What follows belongs to an exercise in optimizing a design on an open flow for small area, a short achievable clock period and few clock cycles; a production flow would make more cautious choices. RTL that was checked went through simulation tests only; none was proved equivalent to the original. No functional check of the RTL was part of runs 2 and 3. The flow treats the clock pin as an ideal source, which a real chip does not have.

==> flow/design.v, too long to show whole: its modules and the start of the top module <==
// module fa: 4 lines
// module addr3_27: 159 lines
// module addr3_29: 175 lines
// module add131: 1047 lines
// module add128: 1030 lines
// module addc0: 183 lines
// module carrycx: 40 lines
// module poly1305: 3106 lines
module poly1305(
  input rst_ni,
  input clk,
  input [127:0] r,
  input [127:0] s,
  input [127:0] m,
  input fb,
  input ld,
  input first,
  output [127:0] p,
  output rdy);
  // ...
==> flow/run.sh <==
#!/bin/bash
# synth_recipe.tcl (not shown) runs the flow's synth.tcl, then flattens the netlist and writes it again
# the make line also repeats each setting of config.mk as NAME=value (left out here)
make -C /OpenROAD-flow-scripts/flow DESIGN_CONFIG=/design/flow/config.mk WORK_HOME=/design/flow/orfs CLKGATE_MAP_FILE= SYNTH_SCRIPT=/design/flow/synth_recipe.tcl finish
==> flow/config.mk <==
export PLATFORM = sky130hd
export DESIGN_NAME = poly1305
export DESIGN_NICKNAME = poly1305
export VERILOG_FILES = /design/flow/design.v
export SDC_FILE = /design/flow/constraint.sdc
export NUM_CORES = 8
export LEC_CHECK = 0
export CAP_MARGIN = 50
export CELL_PAD_IN_SITES_DETAIL_PLACEMENT = 1
export CELL_PAD_IN_SITES_GLOBAL_PLACEMENT = 1
export CORE_MARGIN = 2
export CORE_UTILIZATION = 30
export GPL_ROUTABILITY_DRIVEN = 1
export PLACE_DENSITY = 0.45
export SETUP_SLACK_MARGIN = 5
export SLEW_MARGIN = 70
export SYNTH_HIERARCHICAL = 1
==> flow/constraint.sdc <==
create_clock -name core_clock -period 12.0 [get_ports {clk}]
set_input_delay 2.4000 -clock core_clock [delete_from_list [all_inputs] [get_ports {clk}]]
set_output_delay 2.4000 -clock core_clock [all_outputs]
set_load 0.01 [all_outputs]
==> out/results.tsv, run 1 <==
stage	metric	value	unit
cells_and_area	inv_count	350	
logic_synthesis	syn_avg_cell_area	10.46	sq um
die	ios	518	
cells_and_area	fin_area	120600	sq um
detailed_routing	wl_met3	55.24	mm
outcome	status	no timing/DRC/antenna violations	
clock_tree	cts_setup_buffers	0	
setup_path	rr_startpoint	A[77]	
timing	fin_ws	6718	ps
timing	slew_violations	0	
placed_design	gp_congestion	0.9583	
setup_path	startpoint	A[77]	
setup_path	path_cells	ha_1 > ha_1 > and4_1 > nand2_1 > nor4_4 > buf_2 > nand2_1 > nor2_4 > o2111ai_1 > buf_4 > a2111o_1 > a21o_1 > a21oi_1 > a21oi_1 > fa_1 > inv_1 > nand2_1 > o21ai_0	
setup_path	worst-path-buf-inv	3	
cells_and_area	multi_input_gates	7595	
clock_tree	cts.reportedPaths.clkPinSlew	60	ps
timing	min_period	5282	ps
cells_and_area	multi_input_area_share	65.94	%
setup_path	crit_cells	18	
timing	holdWs	375.7	ps
timing	fin_worst_skew	64.70	ps
detailed_routing	route.detailed.drc	0	
die	dieArea	340900	sq um
die	well_tap_count	4387	
timing	maxSlewHeadroom	65.05	%
detailed_routing	top_layer	met5	
clock_tree	cts_resized	0	
setup_path	reg2reg_slack	6720	ps
setup_path	critical_path_class	reg2reg	
setup_path	crit_family	compound AO/OA/AOI/OAI gates	
global_route	grt_pass1_vias	95550	
detailed_routing	vias	89720	
cells_and_area	final_cell_mix	fa_1 (1,737), a222oi_1 (1,122), nand2_1 (715)	
clock_tree	root_buffer	clkbuf_16	
min_path	min_to	it[3]	
logic_synthesis	syn-cell-area	100900	sq um
die	die_y	583.8	microns
timing	tns	0	ps
timing	setup_violations	0	
cells_and_area	largest-register	A	
cells_and_area	clkbuf_count	171	
Testbench counts, summed over its fixed seeds: cycles 5,624.
==> run 2: changes to the inputs <==
--- a/flow/design.v
+++ b/flow/design.v
@@ -1,12 +1,379 @@
 module fa(input a, input b, input ci, output s, output co);
   assign s = a ^ b ^ ci;
   assign co = (a & b) | (ci & (a | b));
 endmodule
+module inc5(input [127:0] a, output [127:0] s);
+  wire [3:0] lo = {1'b0, a[2:0]} + 4'd5;
+  assign s[2:0] = lo[2:0];
+  wire c3 = lo[3];
+  wire all0 = &a[6:3];
+  wire all1 = &a[10:7];
+  wire all2 = &a[14:11];
+  wire all3 = &a[18:15];
+  wire all4 = &a[22:19];
+  wire all5 = &a[26:23];
+  wire all6 = &a[30:27];
+  wire all7 = &a[34:31];
+  wire all8 = &a[38:35];
+  wire all9 = &a[42:39];
+  wire all10 = &a[46:43];
+  wire all11 = &a[50:47];
+  wire all12 = &a[54:51];
+  wire all13 = &a[58:55];
+  wire all14 = &a[62:59];
+  wire all15 = &a[66:63];
+  wire all16 = &a[70:67];
+  wire all17 = &a[74:71];
+  wire all18 = &a[78:75];
+  wire all19 = &a[82:79];
+  wire all20 = &a[86:83];
+  wire all21 = &a[90:87];
+  wire all22 = &a[94:91];
+  wire all23 = &a[98:95];
+  wire all24 = &a[102:99];
+  wire all25 = &a[106:103];
+  wire all26 = &a[110:107];
+  wire all27 = &a[114:111];
+  wire all28 = &a[118:115];
+  wire all29 = &a[122:119];
+  wire all30 = &a[126:123];
+  wire all31 = &a[127:127];
+  wire pa0 = all1 & all0;
+  wire pa1 = all3 & all2;
+  wire pa2 = all5 & all4;
+  wire pa3 = all7 & all6;
+  wire pa4 = all9 & all8;
+  wire pa5 = all11 & all10;
+  wire pa6 = all13 & all12;
+  wire pa7 = all15 & all14;
+  wire pa8 = all17 & all16;
+  wire pa9 = all19 & all18;
+  wire pa10 = all21 & all20;
+  wire pa11 = all23 & all22;
+  wire pa12 = all25 & all24;
+  wire pa13 = all27 & all26;
+  wire pa14 = all29 & all28;
+  wire pa15 = all31 & all30;
+  wire pa16 = all2 & pa0;
+  wire pa17 = pa1 & pa0;
+  wire pa18 = all6 & pa2;
+  wire pa19 = pa3 & pa2;
+  wire pa20 = all10 & pa4;
+  wire pa21 = pa5 & pa4;
+  wire pa22 = all14 & pa6;
+  wire pa23 = pa7 & pa6;
+  wire pa24 = all18 & pa8;
+  wire pa25 = pa9 & pa8;
+  wire pa26 = all22 & pa10;
+  wire pa27 = pa11 & pa10;
+  wire pa28 = all26 & pa12;
+  wire pa29 = pa13 & pa12;
+  wire pa30 = all30 & pa14;
+  wire pa31 = pa15 & pa14;
+  wire pa32 = all4 & pa17;
+  wire pa33 = pa2 & pa17;
+  wire pa34 = pa18 & pa17;
+  wire pa35 = pa19 & pa17;
+  wire pa36 = all12 & pa21;
+  wire pa37 = pa6 & pa21;
+  wire pa38 = pa22 & pa21;
+  wire pa39 = pa23 & pa21;
+  wire pa40 = all20 & pa25;
+  wire pa41 = pa10 & pa25;
+  wire pa42 = pa26 & pa25;
+  wire pa43 = pa27 & pa25;
+  wire pa44 = all28 & pa29;
+  wire pa45 = pa14 & pa29;
+  wire pa46 = pa30 & pa29;
+  wire pa47 = pa31 & pa29;
+  wire pa48 = all8 & pa35;
+  wire pa49 = pa4 & pa35;
+  wire pa50 = pa20 & pa35;
+  wire pa51 = pa21 & pa35;
+  wire pa52 = pa36 & pa35;
+  wire pa53 = pa37 & pa35;
+  wire pa54 = pa38 & pa35;
+  wire pa55 = pa39 & pa35;
+  wire pa56 = all24 & pa43;
+  wire pa57 = pa12 & pa43;
+  wire pa58 = pa28 & pa43;
+  wire pa59 = pa29 & pa43;
+  wire pa60 = pa44 & pa43;
+  wire pa61 = pa45 & pa43;
+  wire pa62 = pa46 & pa43;
+  wire pa63 = pa47 & pa43;
+  wire pa64 = all16 & pa55;
+  wire pa65 = pa8 & pa55;
+  wire pa66 = pa24 & pa55;
+  wire pa67 = pa25 & pa55;
+  wire pa68 = pa40 & pa55;
+  wire pa69 = pa41 & pa55;
+  wire pa70 = pa42 & pa55;
+  wire pa71 = pa43 & pa55;
+  wire pa72 = pa56 & pa55;
+  wire pa73 = pa57 & pa55;
+  wire pa74 = pa58 & pa55;
+  wire pa75 = pa59 & pa55;
+  wire pa76 = pa60 & pa55;
+  wire pa77 = pa61 & pa55;
+  wire pa78 = pa62 & pa55;
+  wire pa79 = pa63 & pa55;
+  wire bc0 = c3;
+  assign s[3] = a[3] ^ bc0;
+  wire t4 = a[3];
+  assign s[4] = a[4] ^ (bc0 & t4);
+  wire t5 = a[3] & a[4];
+  assign s[5] = a[5] ^ (bc0 & t5);
+  wire t6 = a[3] & a[4] & a[5];
+  assign s[6] = a[6] ^ (bc0 & t6);
+  wire bc1 = (c3 & all0);
+  assign s[7] = a[7] ^ bc1;
+  wire t8 = a[7];
+  assign s[8] = a[8] ^ (bc1 & t8);
+  wire t9 = a[7] & a[8];
+  assign s[9] = a[9] ^ (bc1 & t9);
+  wire t10 = a[7] & a[8] & a[9];
+  assign s[10] = a[10] ^ (bc1 & t10);
+  wire bc2 = (c3 & pa0);
+  assign s[11] = a[11] ^ bc2;
+  wire t12 = a[11];
+  assign s[12] = a[12] ^ (bc2 & t12);
+  wire t13 = a[11] & a[12];
+  assign s[13] = a[13] ^ (bc2 & t13);
+  wire t14 = a[11] & a[12] & a[13];
+  assign s[14] = a[14] ^ (bc2 & t14);
+  wire bc3 = (c3 & pa16);
+  assign s[15] = a[15] ^ bc3;
+  wire t16 = a[15];
+  assign s[16] = a[16] ^ (bc3 & t16);
+  wire t17 = a[15] & a[16];
+  assign s[17] = a[17] ^ (bc3 & t17);
+  wire t18 = a[15] & a[16] & a[17];
+  assign s[18] = a[18] ^ (bc3 & t18);
+  wire bc4 = (c3 & pa17);
+  assign s[19] = a[19] ^ bc4;
+  wire t20 = a[19];
+  assign s[20] = a[20] ^ (bc4 & t20);
+  wire t21 = a[19] & a[20];
+  assign s[21] = a[21] ^ (bc4 & t21);
+  wire t22 = a[19] & a[20] & a[21];
+  assign s[22] = a[22] ^ (bc4 & t22);
+  wire bc5 = (c3 & pa32);
+  assign s[23] = a[23] ^ bc5;
+  wire t24 = a[23];
+  assign s[24] = a[24] ^ (bc5 & t24);
+  wire t25 = a[23] & a[24];
+  assign s[25] = a[25] ^ (bc5 & t25);
+  wire t26 = a[23] & a[24] & a[25];
+  assign s[26] = a[26] ^ (bc5 & t26);
+  wire bc6 = (c3 & pa33);
+  assign s[27] = a[27] ^ bc6;
+  wire t28 = a[27];
+  assign s[28] = a[28] ^ (bc6 & t28);
+  wire t29 = a[27] & a[28];
+  assign s[29] = a[29] ^ (bc6 & t29);
+  wire t30 = a[27] & a[28] & a[29];
+  assign s[30] = a[30] ^ (bc6 & t30);
+  wire bc7 = (c3 & pa34);
+  assign s[31] = a[31] ^ bc7;
+  wire t32 = a[31];
+  assign s[32] = a[32] ^ (bc7 & t32);
+  wire t33 = a[31] & a[32];
+  assign s[33] = a[33] ^ (bc7 & t33);
+  wire t34 = a[31] & a[32] & a[33];
+  assign s[34] = a[34] ^ (bc7 & t34);
+  wire bc8 = (c3 & pa35);
+  assign s[35] = a[35] ^ bc8;
+  wire t36 = a[35];
+  assign s[36] = a[36] ^ (bc8 & t36);
+  wire t37 = a[35] & a[36];
+  assign s[37] = a[37] ^ (bc8 & t37);
+  wire t38 = a[35] & a[36] & a[37];
+  assign s[38] = a[38] ^ (bc8 & t38);
+  wire bc9 = (c3 & pa48);
+  assign s[39] = a[39] ^ bc9;
+  wire t40 = a[39];
+  assign s[40] = a[40] ^ (bc9 & t40);
+  wire t41 = a[39] & a[40];
+  assign s[41] = a[41] ^ (bc9 & t41);
+  wire t42 = a[39] & a[40] & a[41];
+  assign s[42] = a[42] ^ (bc9 & t42);
+  wire bc10 = (c3 & pa49);
+  assign s[43] = a[43] ^ bc10;
+  wire t44 = a[43];
+  assign s[44] = a[44] ^ (bc10 & t44);
+  wire t45 = a[43] & a[44];
+  assign s[45] = a[45] ^ (bc10 & t45);
+  wire t46 = a[43] & a[44] & a[45];
+  assign s[46] = a[46] ^ (bc10 & t46);
+  wire bc11 = (c3 & pa50);
+  assign s[47] = a[47] ^ bc11;
+  wire t48 = a[47];
+  assign s[48] = a[48] ^ (bc11 & t48);
+  wire t49 = a[47] & a[48];
+  assign s[49] = a[49] ^ (bc11 & t49);
+  wire t50 = a[47] & a[48] & a[49];
+  assign s[50] = a[50] ^ (bc11 & t50);
+  wire bc12 = (c3 & pa51);
+  assign s[51] = a[51] ^ bc12;
+  wire t52 = a[51];
+  assign s[52] = a[52] ^ (bc12 & t52);
+  wire t53 = a[51] & a[52];
+  assign s[53] = a[53] ^ (bc12 & t53);
+  wire t54 = a[51] & a[52] & a[53];
+  assign s[54] = a[54] ^ (bc12 & t54);
+  wire bc13 = (c3 & pa52);
+  assign s[55] = a[55] ^ bc13;
+  wire t56 = a[55];
+  assign s[56] = a[56] ^ (bc13 & t56);
+  wire t57 = a[55] & a[56];
+  assign s[57] = a[57] ^ (bc13 & t57);
+  wire t58 = a[55] & a[56] & a[57];
+  assign s[58] = a[58] ^ (bc13 & t58);
+  wire bc14 = (c3 & pa53);
+  assign s[59] = a[59] ^ bc14;
+  wire t60 = a[59];
+  assign s[60] = a[60] ^ (bc14 & t60);
+  wire t61 = a[59] & a[60];
+  assign s[61] = a[61] ^ (bc14 & t61);
+  wire t62 = a[59] & a[60] & a[61];
+  assign s[62] = a[62] ^ (bc14 & t62);
+  wire bc15 = (c3 & pa54);
+  assign s[63] = a[63] ^ bc15;
+  wire t64 = a[63];
+  assign s[64] = a[64] ^ (bc15 & t64);
+  wire t65 = a[63] & a[64];
+  assign s[65] = a[65] ^ (bc15 & t65);
+  wire t66 = a[63] & a[64] & a[65];
+  assign s[66] = a[66] ^ (bc15 & t66);
+  wire bc16 = (c3 & pa55);
+  assign s[67] = a[67] ^ bc16;
+  wire t68 = a[67];
+  assign s[68] = a[68] ^ (bc16 & t68);
+  wire t69 = a[67] & a[68];
+  assign s[69] = a[69] ^ (bc16 & t69);
+  wire t70 = a[67] & a[68] & a[69];
+  assign s[70] = a[70] ^ (bc16 & t70);
+  wire bc17 = (c3 & pa64);
+  assign s[71] = a[71] ^ bc17;
+  wire t72 = a[71];
+  assign s[72] = a[72] ^ (bc17 & t72);
+  wire t73 = a[71] & a[72];
+  assign s[73] = a[73] ^ (bc17 & t73);
+  wire t74 = a[71] & a[72] & a[73];
+  assign s[74] = a[74] ^ (bc17 & t74);
+  wire bc18 = (c3 & pa65);
+  assign s[75] = a[75] ^ bc18;
+  wire t76 = a[75];
+  assign s[76] = a[76] ^ (bc18 & t76);
+  wire t77 = a[75] & a[76];
+  assign s[77] = a[77] ^ (bc18 & t77);
+  wire t78 = a[75] & a[76] & a[77];
+  assign s[78] = a[78] ^ (bc18 & t78);
+  wire bc19 = (c3 & pa66);
+  assign s[79] = a[79] ^ bc19;
+  wire t80 = a[79];
+  assign s[80] = a[80] ^ (bc19 & t80);
+  wire t81 = a[79] & a[80];
+  assign s[81] = a[81] ^ (bc19 & t81);
+  wire t82 = a[79] & a[80] & a[81];
+  assign s[82] = a[82] ^ (bc19 & t82);
+  wire bc20 = (c3 & pa67);
+  assign s[83] = a[83] ^ bc20;
+  wire t84 = a[83];
+  assign s[84] = a[84] ^ (bc20 & t84);
+  wire t85 = a[83] & a[84];
+  assign s[85] = a[85] ^ (bc20 & t85);
+  wire t86 = a[83] & a[84] & a[85];
+  assign s[86] = a[86] ^ (bc20 & t86);
+  wire bc21 = (c3 & pa68);
+  assign s[87] = a[87] ^ bc21;
+  wire t88 = a[87];
+  assign s[88] = a[88] ^ (bc21 & t88);
+  wire t89 = a[87] & a[88];
+  assign s[89] = a[89] ^ (bc21 & t89);
+  wire t90 = a[87] & a[88] & a[89];
+  assign s[90] = a[90] ^ (bc21 & t90);
+  wire bc22 = (c3 & pa69);
+  assign s[91] = a[91] ^ bc22;
+  wire t92 = a[91];
+  assign s[92] = a[92] ^ (bc22 & t92);
+  wire t93 = a[91] & a[92];
+  assign s[93] = a[93] ^ (bc22 & t93);
+  wire t94 = a[91] & a[92] & a[93];
+  assign s[94] = a[94] ^ (bc22 & t94);
+  wire bc23 = (c3 & pa70);
+  assign s[95] = a[95] ^ bc23;
+  wire t96 = a[95];
+  assign s[96] = a[96] ^ (bc23 & t96);
+  wire t97 = a[95] & a[96];
+  assign s[97] = a[97] ^ (bc23 & t97);
+  wire t98 = a[95] & a[96] & a[97];
+  assign s[98] = a[98] ^ (bc23 & t98);
+  wire bc24 = (c3 & pa71);
+  assign s[99] = a[99] ^ bc24;
+  wire t100 = a[99];
+  assign s[100] = a[100] ^ (bc24 & t100);
+  wire t101 = a[99] & a[100];
+  assign s[101] = a[101] ^ (bc24 & t101);
+  wire t102 = a[99] & a[100] & a[101];
+  assign s[102] = a[102] ^ (bc24 & t102);
+  wire bc25 = (c3 & pa72);
+  assign s[103] = a[103] ^ bc25;
+  wire t104 = a[103];
+  assign s[104] = a[104] ^ (bc25 & t104);
+  wire t105 = a[103] & a[104];
+  assign s[105] = a[105] ^ (bc25 & t105);
+  wire t106 = a[103] & a[104] & a[105];
+  assign s[106] = a[106] ^ (bc25 & t106);
+  wire bc26 = (c3 & pa73);
+  assign s[107] = a[107] ^ bc26;
+  wire t108 = a[107];
+  assign s[108] = a[108] ^ (bc26 & t108);
+  wire t109 = a[107] & a[108];
+  assign s[109] = a[109] ^ (bc26 & t109);
+  wire t110 = a[107] & a[108] & a[109];
+  assign s[110] = a[110] ^ (bc26 & t110);
+  wire bc27 = (c3 & pa74);
+  assign s[111] = a[111] ^ bc27;
+  wire t112 = a[111];
+  assign s[112] = a[112] ^ (bc27 & t112);
+  wire t113 = a[111] & a[112];
+  assign s[113] = a[113] ^ (bc27 & t113);
+  wire t114 = a[111] & a[112] & a[113];
+  assign s[114] = a[114] ^ (bc27 & t114);
+  wire bc28 = (c3 & pa75);
+  assign s[115] = a[115] ^ bc28;
+  wire t116 = a[115];
+  assign s[116] = a[116] ^ (bc28 & t116);
+  wire t117 = a[115] & a[116];
+  assign s[117] = a[117] ^ (bc28 & t117);
+  wire t118 = a[115] & a[116] & a[117];
+  assign s[118] = a[118] ^ (bc28 & t118);
+  wire bc29 = (c3 & pa76);
+  assign s[119] = a[119] ^ bc29;
+  wire t120 = a[119];
+  assign s[120] = a[120] ^ (bc29 & t120);
+  wire t121 = a[119] & a[120];
+  assign s[121] = a[121] ^ (bc29 & t121);
+  wire t122 = a[119] & a[120] & a[121];
+  assign s[122] = a[122] ^ (bc29 & t122);
+  wire bc30 = (c3 & pa77);
+  assign s[123] = a[123] ^ bc30;
+  wire t124 = a[123];
+  assign s[124] = a[124] ^ (bc30 & t124);
+  wire t125 = a[123] & a[124];
+  assign s[125] = a[125] ^ (bc30 & t125);
+  wire t126 = a[123] & a[124] & a[125];
+  assign s[126] = a[126] ^ (bc30 & t126);
+  wire bc31 = (c3 & pa78);
+  assign s[127] = a[127] ^ bc31;
+endmodule
 module addr3_27(input [26:0] a, input [26:0] b, input ci, output [26:0] s, output co);
   wire [26:0] p = a ^ b;
   wire [26:0] g = a & b;
   wire G0 = g[0] | (p[0] & ci);
   wire G1 = g[2] | (p[2] & g[1]);
   wire P1 = p[2] & p[1];
   wire G2 = g[4] | (p[4] & g[3]);
   wire P2 = p[4] & p[3];
@@ -2692,18 +3059,18 @@
   always @(posedge clk or negedge rst_ni) begin
     if (!rst_ni) begin
       idle <= 1'b1; it <= '0; f1 <= 1'b0; f1b <= 1'b0; f2 <= 1'b0; done <= 1'b0;
     end else begin
       idle <= (idle & ~ld) | done;
       it <= {it[K-2:0], idle & ld};
       f1 <= it[K-1];
       f1b <= f1;
-      f2 <= f1b;
-      done <= f2;
+      f2 <= f1b & cX;
+      done <= f2 | (f1b & ~cX);
     end
   end
   assign rdy = done;
   reg [NB-1:0] A;           
   reg [127:0] M;            
   reg [105:0] R;         
   reg [113:0] R3;        
   reg [10:0] D1, D2, D3;   
@@ -5693,45 +6060,58 @@
   wire [130:0] xsN = {cxN, foc[397], foc[396], foc[395], foc[394], foc[393], foc[392], foc[391], foc[390], foc[389], foc[388], foc[387], foc[386], foc[385], foc[384], foc[383], foc[382], foc[381], foc[380], foc[379], foc[378], foc[377], foc[376], foc[375], foc[374], foc[373], foc[372], foc[371], foc[370], foc[369], foc[368], foc[367], foc[366], foc[365], foc[364], foc[363], foc[362], foc[361], foc[360], foc[359], foc[358], foc[357], foc[356], foc[355], foc[354], foc[353], foc[352], foc[351], foc[350], foc[349], foc[348], foc[347], foc[346], foc[345], foc[344], foc[343], foc[342], foc[341], foc[340], foc[339], foc[338], foc[337], foc[336], foc[335], foc[334], foc[333], foc[332], foc[331], foc[330], foc[329], foc[328], foc[327], foc[326], foc[325], foc[324], foc[323], foc[322], foc[321], foc[320], foc[319], foc[318], foc[317], foc[316], foc[315], foc[314], foc[313], foc[312], foc[311], foc[310], foc[309], foc[308], foc[307], foc[306], foc[305], foc[304], foc[303], foc[302], foc[301], foc[300], foc[299], foc[298], foc[297], foc[296], foc[295], foc[294], foc[293], foc[292], foc[291], foc[290], foc[289], foc[288], foc[287], foc[286], foc[285], foc[284], foc[283], foc[282], foc[281], foc[280], foc[279], foc[278], foc[277], foc[276], foc[275], foc[274], foc[273], foc[272], foc[271], fos[271], foc[142], fos[142]};
   wire [130:0] xcN = {foc[398], fos[398], fos[397], fos[396], fos[395], fos[394], fos[393], fos[392], fos[391], fos[390], fos[389], fos[388], fos[387], fos[386], fos[385], fos[384], fos[383], fos[382], fos[381], fos[380], fos[379], fos[378], fos[377], fos[376], fos[375], fos[374], fos[373], fos[372], fos[371], fos[370], fos[369], fos[368], fos[367], fos[366], fos[365], fos[364], fos[363], fos[362], fos[361], fos[360], fos[359], fos[358], fos[357], fos[356], fos[355], fos[354], fos[353], fos[352], fos[351], fos[350], fos[349], fos[348], fos[347], fos[346], fos[345], fos[344], fos[343], fos[342], fos[341], fos[340], fos[339], fos[338], fos[337], fos[336], fos[335], fos[334], fos[333], fos[332], fos[331], fos[330], fos[329], fos[328], fos[327], fos[326], fos[325], fos[324], fos[323], fos[322], fos[321], fos[320], fos[319], fos[318], fos[317], fos[316], fos[315], fos[314], fos[313], fos[312], fos[311], fos[310], fos[309], fos[308], fos[307], fos[306], fos[305], fos[304], fos[303], fos[302], fos[301], fos[300], fos[299], fos[298], fos[297], fos[296], fos[295], fos[294], fos[293], fos[292], fos[291], fos[290], fos[289], fos[288], fos[287], fos[286], fos[285], fos[284], fos[283], fos[282], fos[281], fos[280], fos[279], fos[278], fos[277], fos[276], fos[275], fos[274], fos[273], fos[272], 1'b1, fos[143], cxN};
   reg [2:0] XT;
   wire [130:0] xsum;
   wire xco;
   add131 u_xadd (.a(A[130:0]), .b({XT, M}), .ci(1'b1), .s(xsum), .co(xco));
   wire [130:0] X = ~xsum;   
   wire cX = X[130];
-  wire [127:0] pa = {A[127:3] ^ M[127:3], A[2] ^ M[2] ^ c5r, A[1:0]};
-  wire [127:0] pb = {A[126:3] & M[126:3], (A[2] & M[2]) | (c5r & (A[2] | M[2])), 1'b0, M[1:0]};
-  wire [127:0] pv;
-  wire pvco;
-  add128 u_pv (.a(pa), .b(pb), .ci(c5r), .s(pv), .co(pvco));
+  wire [127:0] sN = {R3[21:0], R};
+  wire [127:0] qsN, qcN;
+  assign qcN[0] = 1'b1;
+  genvar gq;
+  generate for (gq = 0; gq < 128; gq = gq + 1) begin : g_q
+    wire co;
+    fa u (.a(A[gq]), .b(M[gq]), .ci(sN[gq]), .s(qsN[gq]), .co(co));
+    if (gq < 127) assign qcN[gq + 1] = co;
+  end endgenerate
+  wire [127:0] qsum;
+  wire qco;
+  add128 u_q (.a(qsN), .b(qcN), .ci(1'b1), .s(qsum), .co(qco));
+  wire [127:0] q = ~qsum;
+  wire [127:0] q5;
+  inc5 u_q5 (.a(M), .s(q5));
   always @(posedge clk or negedge rst_ni) begin
     if (!rst_ni) begin
       A <= '0;
       c5r <= 1'b0;
       apre <= '0;
     end else begin
       apre <= {1'b0, A[W-1:0]} + {{(W-2){1'b0}}, c5r, 1'b0, c5r};
       if (f1b) begin
         A <= {{(NB-130){1'b0}}, X[129:0]};
         c5r <= cX;
       end
       else if (iter) A <= {plow[W-1:0], A[NB-1:W]};
       else if (f1) A <= {{(NB-131){1'b0}}, xsN};
     end
   end
   always @(posedge clk) begin
-    if (f2) M <= pv;
+    if (f1b) M <= q;
+    else if (f2) M <= q5;
     else if (load) M <= {{(W-1){1'b0}}, fb, m[127:W]};
     else if (iter) M <= M >> W;
-    else if (f1) M <= xcN[127:0];
-    else M <= s;
+    else M <= xcN[127:0];    
     XT <= xcN[130:128];
-    R <= {rc[123], rc[122], rc[121], rc[120], rc[119], rc[118], rc[117], rc[116], rc[115], rc[114], rc[113], rc[112], rc[111], rc[110], rc[109], rc[108], rc[107], rc[106], rc[105], rc[104], rc[103], rc[102], rc[101], rc[100], rc[99], rc[98], rc[91], rc[90], rc[89], rc[88], rc[87], rc[86], rc[85], rc[84], rc[83], rc[82], rc[81], rc[80], rc[79], rc[78], rc[77], rc[76], rc[75], rc[74], rc[73], rc[72], rc[71], rc[70], rc[69], rc[68], rc[67], rc[66], rc[59], rc[58], rc[57], rc[56], rc[55], rc[54], rc[53], rc[52], rc[51], rc[50], rc[49], rc[48], rc[47], rc[46], rc[45], rc[44], rc[43], rc[42], rc[41], rc[40], rc[39], rc[38], rc[37], rc[36], rc[35], rc[34], rc[27], rc[26], rc[25], rc[24], rc[23], rc[22], rc[21], rc[20], rc[19], rc[18], rc[17], rc[16], rc[15], rc[14], rc[13], rc[12], rc[11], rc[10], rc[9], rc[8], rc[7], rc[6], rc[5], rc[4], rc[3], rc[2], rc[1], rc[0]};
-    R3 <= {rc3[125], rc3[124], rc3[123], rc3[122], rc3[121], rc3[120], rc3[119], rc3[118], rc3[117], rc3[116], rc3[115], rc3[114], rc3[113], rc3[112], rc3[111], rc3[110], rc3[109], rc3[108], rc3[107], rc3[106], rc3[105], rc3[104], rc3[103], rc3[102], rc3[101], rc3[100], rc3[99], rc3[98], rc3[93], rc3[92], rc3[91], rc3[90], rc3[89], rc3[88], rc3[87], rc3[86], rc3[85], rc3[84], rc3[83], rc3[82], rc3[81], rc3[80], rc3[79], rc3[78], rc3[77], rc3[76], rc3[75], rc3[74], rc3[73], rc3[72], rc3[71], rc3[70], rc3[69], rc3[68], rc3[67], rc3[66], rc3[61], rc3[60], rc3[59], rc3[58], rc3[57], rc3[56], rc3[55], rc3[54], rc3[53], rc3[52], rc3[51], rc3[50], rc3[49], rc3[48], rc3[47], rc3[46], rc3[45], rc3[44], rc3[43], rc3[42], rc3[41], rc3[40], rc3[39], rc3[38], rc3[37], rc3[36], rc3[35], rc3[34], rc3[29], rc3[28], rc3[27], rc3[26], rc3[25], rc3[24], rc3[23], rc3[22], rc3[21], rc3[20], rc3[19], rc3[18], rc3[17], rc3[16], rc3[15], rc3[14], rc3[13], rc3[12], rc3[11], rc3[10], rc3[9], rc3[8], rc3[7], rc3[6], rc3[5], rc3[4], rc3[3], rc3[2], rc3[1], rc3[0]};
+    if (f1) {R3[21:0], R} <= ~s;
+    else begin
+      R <= {rc[123], rc[122], rc[121], rc[120], rc[119], rc[118], rc[117], rc[116], rc[115], rc[114], rc[113], rc[112], rc[111], rc[110], rc[109], rc[108], rc[107], rc[106], rc[105], rc[104], rc[103], rc[102], rc[101], rc[100], rc[99], rc[98], rc[91], rc[90], rc[89], rc[88], rc[87], rc[86], rc[85], rc[84], rc[83], rc[82], rc[81], rc[80], rc[79], rc[78], rc[77], rc[76], rc[75], rc[74], rc[73], rc[72], rc[71], rc[70], rc[69], rc[68], rc[67], rc[66], rc[59], rc[58], rc[57], rc[56], rc[55], rc[54], rc[53], rc[52], rc[51], rc[50], rc[49], rc[48], rc[47], rc[46], rc[45], rc[44], rc[43], rc[42], rc[41], rc[40], rc[39], rc[38], rc[37], rc[36], rc[35], rc[34], rc[27], rc[26], rc[25], rc[24], rc[23], rc[22], rc[21], rc[20], rc[19], rc[18], rc[17], rc[16], rc[15], rc[14], rc[13], rc[12], rc[11], rc[10], rc[9], rc[8], rc[7], rc[6], rc[5], rc[4], rc[3], rc[2], rc[1], rc[0]};
+      R3 <= {rc3[125], rc3[124], rc3[123], rc3[122], rc3[121], rc3[120], rc3[119], rc3[118], rc3[117], rc3[116], rc3[115], rc3[114], rc3[113], rc3[112], rc3[111], rc3[110], rc3[109], rc3[108], rc3[107], rc3[106], rc3[105], rc3[104], rc3[103], rc3[102], rc3[101], rc3[100], rc3[99], rc3[98], rc3[93], rc3[92], rc3[91], rc3[90], rc3[89], rc3[88], rc3[87], rc3[86], rc3[85], rc3[84], rc3[83], rc3[82], rc3[81], rc3[80], rc3[79], rc3[78], rc3[77], rc3[76], rc3[75], rc3[74], rc3[73], rc3[72], rc3[71], rc3[70], rc3[69], rc3[68], rc3[67], rc3[66], rc3[61], rc3[60], rc3[59], rc3[58], rc3[57], rc3[56], rc3[55], rc3[54], rc3[53], rc3[52], rc3[51], rc3[50], rc3[49], rc3[48], rc3[47], rc3[46], rc3[45], rc3[44], rc3[43], rc3[42], rc3[41], rc3[40], rc3[39], rc3[38], rc3[37], rc3[36], rc3[35], rc3[34], rc3[29], rc3[28], rc3[27], rc3[26], rc3[25], rc3[24], rc3[23], rc3[22], rc3[21], rc3[20], rc3[19], rc3[18], rc3[17], rc3[16], rc3[15], rc3[14], rc3[13], rc3[12], rc3[11], rc3[10], rc3[9], rc3[8], rc3[7], rc3[6], rc3[5], rc3[4], rc3[3], rc3[2], rc3[1], rc3[0]};
+    end
     ca <= chunk[W+1:W];
     first_r <= first;
     D1 <= {~chunk[21] & chunk[20], ~chunk[19] & chunk[18], ~chunk[17] & chunk[16], ~chunk[15] & chunk[14], ~chunk[13] & chunk[12], ~chunk[11] & chunk[10], ~chunk[9] & chunk[8], ~chunk[7] & chunk[6], ~chunk[5] & chunk[4], ~chunk[3] & chunk[2], ~chunk[1] & chunk[0]};
     D2 <= {chunk[21] & ~chunk[20], chunk[19] & ~chunk[18], chunk[17] & ~chunk[16], chunk[15] & ~chunk[14], chunk[13] & ~chunk[12], chunk[11] & ~chunk[10], chunk[9] & ~chunk[8], chunk[7] & ~chunk[6], chunk[5] & ~chunk[4], chunk[3] & ~chunk[2], chunk[1] & ~chunk[0]};
     D3 <= {chunk[21] & chunk[20], chunk[19] & chunk[18], chunk[17] & chunk[16], chunk[15] & chunk[14], chunk[13] & chunk[12], chunk[11] & chunk[10], chunk[9] & chunk[8], chunk[7] & chunk[6], chunk[5] & chunk[4], chunk[3] & chunk[2], chunk[1] & chunk[0]};
     D1N <= ~{~chunk[21] & chunk[20], ~chunk[19] & chunk[18], ~chunk[17] & chunk[16], ~chunk[15] & chunk[14], ~chunk[13] & chunk[12], ~chunk[11] & chunk[10], ~chunk[9] & chunk[8], ~chunk[7] & chunk[6], ~chunk[5] & chunk[4], ~chunk[3] & chunk[2], ~chunk[1] & chunk[0]};
     D2N <= ~{chunk[21] & ~chunk[20], chunk[19] & ~chunk[18], chunk[17] & ~chunk[16], chunk[15] & ~chunk[14], chunk[13] & ~chunk[12], chunk[11] & ~chunk[10], chunk[9] & ~chunk[8], chunk[7] & ~chunk[6], chunk[5] & ~chunk[4], chunk[3] & ~chunk[2], chunk[1] & ~chunk[0]};
     D3N <= ~{chunk[21] & chunk[20], chunk[19] & chunk[18], chunk[17] & chunk[16], chunk[15] & chunk[14], chunk[13] & chunk[12], chunk[11] & chunk[10], chunk[9] & chunk[8], chunk[7] & chunk[6], chunk[5] & chunk[4], chunk[3] & chunk[2], chunk[1] & chunk[0]};
==> out/results.tsv, run 2 <==
stage	metric	value	unit	change
outcome	status	no timing/DRC/antenna violations		
clock_tree	clkLatencyLatePin	900	ps	
cells_and_area	final_cell_mix	fa_1 (1,864), a222oi_1 (1,122), nand2_1 (854)		
cells_and_area	final_common_cell	fa_1		
global_route	grt_first_pass_wirelength	827.9	mm	
cells_and_area	layout-drive-gt1-share	15.59	%	
logic_synthesis	synth_cells	10200		
detailed_routing	detail_route.iter0.violations	16840		
cells_and_area	nNetsFinal	13520		
detailed_routing	drtAntennaViolNets	0		
global_route	grt_use_total	32.74	%	
timing	worst_pin_slew	527.2	ps	
clock_tree	cts_buffers	138		
die	die_y	598.8	microns	+2.6%
timing	fin_crit_sh	48.58	%	
timing	holdWs	377.7	ps	+1.963 ps
cells_and_area	regArea	19730	sq um	
timing	fin_worst_skew	51.97	ps	-12.73 ps
clock_tree	cts.reportedPaths.clkPinSlew	60	ps	about the same
global_route	grt_max_degree	79		
job	drv_cap	0		
setup_path	path_cells	buf_4 > fa_1 > ha_1 > and4_1 > nand2_1 > nor4_4 > buf_4 > nand2_1 > nor2_4 > o2111ai_4 > buf_6 > a2111o_2 > a21o_1 > a21oi_1 > a21oi_1 > fa_1 > inv_1 > a21oi_1		
setup_path	ff2ff_path_depth	18		
setup_path	startpoint_type	flop		
clock_tree	clk_path_buf_depth	4		
global_route	antenna_found_initial	37		
global_route	grt_overflow	0		
timing	rsz0062_at_grt	false		
setup_path	endpoint_kind	flop		
clock_tree	cts_setup_buffers	0		unchanged
timing	setup_violations	0		unchanged
clock_tree	cts_tree	yes		
detailed_routing	route.detailed.drc	0		unchanged
detailed_routing	firstDrtPassIters	14		
timing	slew_violations	0		unchanged
logic_synthesis	yosys_warnings	7		
die	dieArea	358600	sq um	+5.2%
cells_and_area	largest-register	A		
cells_and_area	multi_input_area	83510	sq um	
die	design.core.area	352400	sq um	
logic_synthesis	syn_avg_cell_area	10.41	sq um	-0.50%
cells_and_area	area_growth_syn_to_layout	21.43	%	
clock_tree	root_buffer	clkbuf_16		
timing	fmax	171.5	MHz	
placed_design	gp_congestion	0.9410		-1.8%
die	die_w	598.8	microns	
setup_path	critical_path_class	reg2reg		
cells_and_area	largest_reg_flops	132		
setup_path	crit_path_max_fanout	23		
placed_design	dpl.hpwl	466.6	mm	
cells_and_area	top_regs	A: 132 flops, M: 128 flops, HsN: 124 flops		
setup_path	cp.arrival	6630	ps	
die	ios	518		unchanged
min_path	min_path_cells	0		
setup_path	slowest_stage	a2111o_2		
die	start_util	30.12	%	
global_route	grt_pass1_vias	102700		+7.5%
setup_path	max_stage_delay	610	ps	
timing	tns	0	ps	unchanged
die	rows	218		
timing	maxSlewHeadroom	64.86	%	-0.20 points
cells_and_area	fillers	38320		
min_path	hold_class	reg2reg		
clock_tree	cts_sinks	878		
setup_path	cpMostUsedCell	a21oi_1		
logic_synthesis	syn-cell-area	106100	sq um	+5.2%
timing	finalHoldViolCount	0		
setup_path	cp.required	12810	ps	
detailed_routing	wl_per_cell	38.32	microns	
detailed_routing	via_per_inst	6.187		
placed_design	io_buffers	495		
detailed_routing	wl	598.2	mm	
clock_tree	cts_resized	0		unchanged
clock_tree	hold_buffers	0		
timing	min_period	5829	ps	+547.5 ps
clock_tree	cts.htree.levels	4		
detailed_routing	vias	96580		+7.6%
[run 2: per-layer routing]
metal  track usage (%)  vias to the layer above  routed length [microns]
met1             43.00                    50280                   240300
li1                  -                    39150                        -
met4             16.53                        4                    36630
met2             51.29                     5916                   267200
met3             6.377                     1225                    53990
met5            0.1337                        -                       81
[run 2: area by class of cell]
type / count / area share, %
Clock buffer: 202 / 3.176
Timing Repair Buffer: 1287 / 10.68
Clock inverter: 44 / 0.3155
Inverter: 369 / 1.105
Sequential cell: 878 / 15.31
Tap cell: 4730 / 4.592
Multi-Input combinational cell: 8083 / 64.79
Antenna cell: 17 / 0.03301
[run 2: critical path: cells and delay by family (launching register included)]
| family | cells | cell delay (ps) |
|---|---|---|
| adders and majority gates | 3 | 1390 |
| and+or+nand+nor | 5 | 1490 |
| DFF | 1 | 310 |
| AOI/OAI and AO/OA | 6 | 1630 |
| buffers and inverters | 4 | 860 |
[run 2: worst paths after layout]
| check | start | end | slack, ps |
|---|---|---|---|
| max in group asynchronous | rst_ni | A[48] | 9480 |
| max | R[77] | M[127] | 6170 |
| min reg2reg | it[5] | f1 | 380 |
| min | it[5] | f1 | 380 |
| max reg2reg | R[77] | M[127] | 6170 |
| min in group asynchronous | rst_ni | A[124] | 1400 |
[run 2: metrics by stage]
step / instances / setup slack, ps / cell area [sq um] / utilization [%]
finish: 15610 / 6171 / 128900 / 36.57
global route: 15600 / 5944 / 128800 / 36.56
CTS: 15520 / 6194 / 127700 / 36.24
detailed placement: 15270 / 6190 / 123200 / 34.96
global placement: 14810 / 5018 / 115900 / 32.88
floorplan: 10310 / 7106 / 106600 / -
==> run 3: changes to the inputs <==
==> flow/flow/run.sh (new file) <==
#!/bin/bash
# Standard layout (standard.sh), with these changes to how it is made:
#  - the port buffers are sky130_fd_sc_hd__buf_2 cells (every port is still buffered);
#  - extra setup repair passes (repair_timing) after placement and after CTS;
#  - in those passes, delay cells (clkdlybuf4s*, dlygate*, dlymetal*) left as buffers by
#    earlier repair steps are swapped for sky130_fd_sc_hd__buf_2.
# Each tool's full output goes to its own log in this folder.
set -euo pipefail
R=orfs/results/sky130hd/poly1305/base
MARGIN=${REPAIR_MARGIN:-7}
export BUFFER_PORTS_ARGS="-buffer_cell sky130_fd_sc_hd__buf_2"
bash standard.sh synth > 1_synth.log 2>&1
bash standard.sh floorplan > 2_floorplan.log 2>&1
bash standard.sh place > 3_place.log 2>&1
STAGE_ODB=$R/3_place.odb STAGE_SDC=$R/3_place.sdc MARGIN=$MARGIN PAD=1 \
  openroad -exit -no_init flow/repair.tcl > 3_extra_repair.log 2>&1
bash standard.sh cts > 4_cts.log 2>&1
STAGE_ODB=$R/4_cts.odb STAGE_SDC=$R/4_cts.sdc MARGIN=$MARGIN PAD=1 PROPAGATED=1 \
  openroad -exit -no_init flow/repair.tcl > 4_extra_repair.log 2>&1
bash standard.sh finish > 5_finish.log 2>&1
==> flow/flow/repair.tcl (new file) <==
# Extra setup repair on a placed (or clock-tree) database, then re-legalize.
# env: STAGE_ODB, STAGE_SDC, MARGIN, PAD
read_liberty $::env(FLOW_HOME)/platforms/sky130hd/lib/sky130_fd_sc_hd__tt_025C_1v80.lib
read_db $::env(STAGE_ODB)
read_sdc $::env(STAGE_SDC)
source $::env(FLOW_HOME)/platforms/sky130hd/setRC.tcl
if {[info exists ::env(PROPAGATED)]} { set_propagated_clock [all_clocks] }
set_dont_use [list sky130_fd_sc_hd__probe_p_8 sky130_fd_sc_hd__probec_p_8 sky130_fd_sc_hd__lpflow_* sky130_fd_sc_hd__clkdlybuf4s* sky130_fd_sc_hd__dlygate* sky130_fd_sc_hd__dlymetal*]
# swap delay-cell buffers left by earlier repair steps for plain buffers
set nswap 0
foreach inst [[ord::get_db_block] getInsts] {
  set m [[$inst getMaster] getName]
  if {[string match "sky130_fd_sc_hd__clkdlybuf4s*" $m] || [string match "sky130_fd_sc_hd__dlygate*" $m] || [string match "sky130_fd_sc_hd__dlymetal*" $m]} {
    replace_cell [get_cells [$inst getName]] sky130_fd_sc_hd__buf_2
    incr nswap
  }
}
puts "swapped $nswap delay cells"
estimate_parasitics -placement
report_worst_slack
report_design_area
repair_timing -setup -setup_margin $::env(MARGIN) -verbose
if {[info exists ::env(PROPAGATED)]} { repair_timing -hold -hold_margin 0.05 -verbose }
set_placement_padding -global -left $::env(PAD) -right $::env(PAD)
detailed_placement
check_placement -verbose
estimate_parasitics -placement
report_worst_slack
report_design_area
write_db $::env(STAGE_ODB)
==> flow/standard.sh (new file) <==
#!/bin/bash
# synth_recipe.tcl (not shown) runs the flow's synth.tcl, then flattens the netlist and writes it again
# the make line also repeats each setting of config.mk as NAME=value (left out here)
make -C /OpenROAD-flow-scripts/flow DESIGN_CONFIG=/design/flow/config.mk WORK_HOME=/design/flow/orfs CLKGATE_MAP_FILE= SYNTH_SCRIPT=/design/flow/synth_recipe.tcl "${@:-finish}"
--- a/flow/config.mk
+++ b/flow/config.mk
@@ -7,3 +7,3 @@
 export LEC_CHECK = 0
-export CAP_MARGIN = 50
+export CAP_MARGIN = 20
 export CELL_PAD_IN_SITES_DETAIL_PLACEMENT = 1
@@ -15,3 +15,3 @@
 export SETUP_SLACK_MARGIN = 5
-export SLEW_MARGIN = 70
+export SLEW_MARGIN = 30
 export SYNTH_HIERARCHICAL = 1
removed: flow/run.sh
==> out/results.tsv, run 3 <==
stage	metric	value	unit	change
outcome	status	no timing/DRC/antenna violations		
clock_tree	cts_buffers	139		+0.72%
job	drv_cap	0		unchanged
cells_and_area	fin_area	119000	sq um	-7.6%
clock_tree	root_buffer	clkbuf_16		
cells_and_area	layout-drive-gt1-share	14.84	%	-0.75 points
timing	fin_ws	6812	ps	+641.8 ps
clock_tree	clkLatencyLatePin	900	ps	about the same
detailed_routing	drtAntennaViolNets	0		unchanged
cells_and_area	area_growth_syn_to_layout	12.16	%	
placed_design	dp_slack	5038	ps	-1153 ps
setup_path	crit_path_max_fanout	40		+74%
clock_tree	hold_buffers	0		unchanged
die	die_y	598.8	microns	unchanged
detailed_routing	wl_per_cell	39.10	microns	+2.0%
logic_synthesis	syn_avg_cell_area	10.41	sq um	unchanged
timing	rsz0062_at_grt	false		
die	rows	218		unchanged
timing	worst_pin_slew	1213	ps	+685.8 ps
setup_path	endpoint_kind	flop		
placed_design	dpl.hpwl	438.5	mm	-6.0%
timing	setup_violations	0		unchanged
timing	tns	0	ps	unchanged
global_route	grt_overflow	0		unchanged
setup_path	startpoint_type	flop		
placed_design	place_area	113600	sq um	-7.8%
placed_design	io_buffers	495		unchanged
clock_tree	cts.reportedPaths.clkPinSlew	60	ps	about the same
clock_tree	cts_sinks	878		unchanged
timing	fin_worst_skew	55.81	ps	+3.845 ps
cells_and_area	fillers	39120		+2.1%
setup_path	cp.required	12750	ps	-60 ps
clock_tree	cts.htree.levels	4		unchanged
placed_design	gp_congestion	0.9539		+1.4%
logic_synthesis	synth_cells	10200		unchanged
cells_and_area	nNetsFinal	13020		-3.7%
timing	finalHoldViolCount	0		unchanged
global_route	grt_pass1_vias	101400		-1.2%
cells_and_area	post-route-util	33.78	%	-2.8 points
setup_path	cp.arrival	5940	ps	-690 ps
detailed_routing	wl	590.6	mm	-1.3%
die	design.core.area	352400	sq um	unchanged
die	die_w	598.8	microns	unchanged
detailed_routing	detail_route.iter0.violations	16700		-0.78%
detailed_routing	vias	95030		-1.6%
cells_and_area	largest-register	A		
die	start_util	30.12	%	unchanged
die	dieArea	358600	sq um	unchanged
cells_and_area	largest_reg_flops	132		unchanged
timing	fin_crit_sh	43.23	%	-5.3 points
clock_tree	clk_path_buf_depth	4		unchanged
clock_tree	cts_resized	0		unchanged
detailed_routing	via_per_inst	6.291		+1.7%
die	ios	518		unchanged
clock_tree	cts_tree	yes		
global_route	grt_first_pass_wirelength	816.9	mm	-1.3%
cells_and_area	top_regs	A: 132 flops, M: 128 flops, HsN: 124 flops		
timing	fmax	192.8	MHz	+12%
global_route	antenna_found_initial	35		-5.4%
min_path	hold_class	reg2reg		
detailed_routing	route.detailed.drc	0		unchanged
global_route	grt_max_degree	138		+75%
timing	min_period	5188	ps	-641.8 ps
logic_synthesis	yosys_warnings	7		unchanged
setup_path	critical_path_class	reg2reg		
clock_tree	cts_setup_buffers	0		unchanged
cells_and_area	final_common_cell	fa_1		
timing	slew_violations	0		unchanged
cells_and_area	final_cell_mix	fa_1 (1,866), a222oi_1 (1,122), nand2_1 (858)		
logic_synthesis	syn-cell-area	106100	sq um	unchanged
timing	maxSlewHeadroom	18.59	%	-46 points
global_route	grt_use_total	32.33	%	-0.41 points
detailed_routing	firstDrtPassIters	14		unchanged
## run 3: area by class of cell
cell class / count / area, sq um / share of cell area [%]
clock buffer: 182 / 3953 / 3.320
tap: 4730 / 5918 / 4.971
multi-input combinational: 8083 / 82480 / 69.28
clock inverter: 68 / 792.0 / 0.6653
inverter: 369 / 1406 / 1.181
timing repair buffer: 789 / 4962 / 4.168
antenna: 6 / 15.01 / 0.01261
sequential: 878 / 19520 / 16.40
## run 3: path summary, 6_finish.rpt
path                        start      end  slack (ps)  cells after the start
min in group asynchronous  rst_ni      f1b        1430                      1
max in group asynchronous  rst_ni    A[47]        8630                      3
min                         it[3]    it[4]         380                      0
min reg2reg                 it[3]    it[4]         380                      0
max                        D2N[2]  HcN[51]        6810                      8
max reg2reg                D2N[2]  HcN[51]        6810                      8
## run 3: routing by layer
layer	vias to the layer above	wire [microns]	GRT usage, %
li1	38110	-	-
met1	49900	235500	42.18
met2	5823	262400	50.31
met3	1201	56130	6.877
met4	0	36620	16.82
met5	-	0	0
## run 3: stage by stage
step | cells | hold slack, ps
2_1_floorplan | 10310 | 354.3
3_3_place_gp | 14820 | 359.8
3_5_place_dp | 14820 | 362.6
4_1_cts | 15090 | 380.9
5_1_grt | 15100 | 388.5
6_report | 15110 | 377.1
## run 3: worst max-delay path: stages, from the launching register on
cell and delay (ps):
dfxtp_1 350, clkinv_1 690, buf_4 610, a222oi_1 720, fa_1 580, fa_1 470, fa_1 480, fa_1 550
fa_1 420

-- re-timing with driven ports --
In the flow no input, the clock included, has a driving cell. The finished layouts below were timed again as built, in two steps. Step 1 assumes that a clkbuf_16 drives the clock port and a buf_2 every other input. Step 2, shift: input delay + t, output delay - t, t = (earliest + latest rising clock arrival at the registers) / 2. This alone moves slack from input paths to output paths. Three values: no drivers, after step 1, after step 2; two values: the first two.
run | t, ns | slack for setup (ns) | hold WS [ns] | slew at the worst register clock pin (ns)
run 1 | 0.942 | 6.718 / 6.718 / 5.897 | 0.376 / 0.376 / 0.376 | 0.07 / 0.07
run 2 | 0.981 | 6.171 / 6.171 / 6.058 | 0.378 / 0.378 / 0.378 | 0.07 / 0.07
run 3 | 0.977 | 6.812 / 6.812 / 6.812 | 0.377 / 0.377 / 0.377 | 0.07 / 0.07
After both steps every run listed still meets setup and hold. For run 1, which loses most, drivers alone change the setup slack by 0.000 ns; drivers and shift together by -0.821 ns.
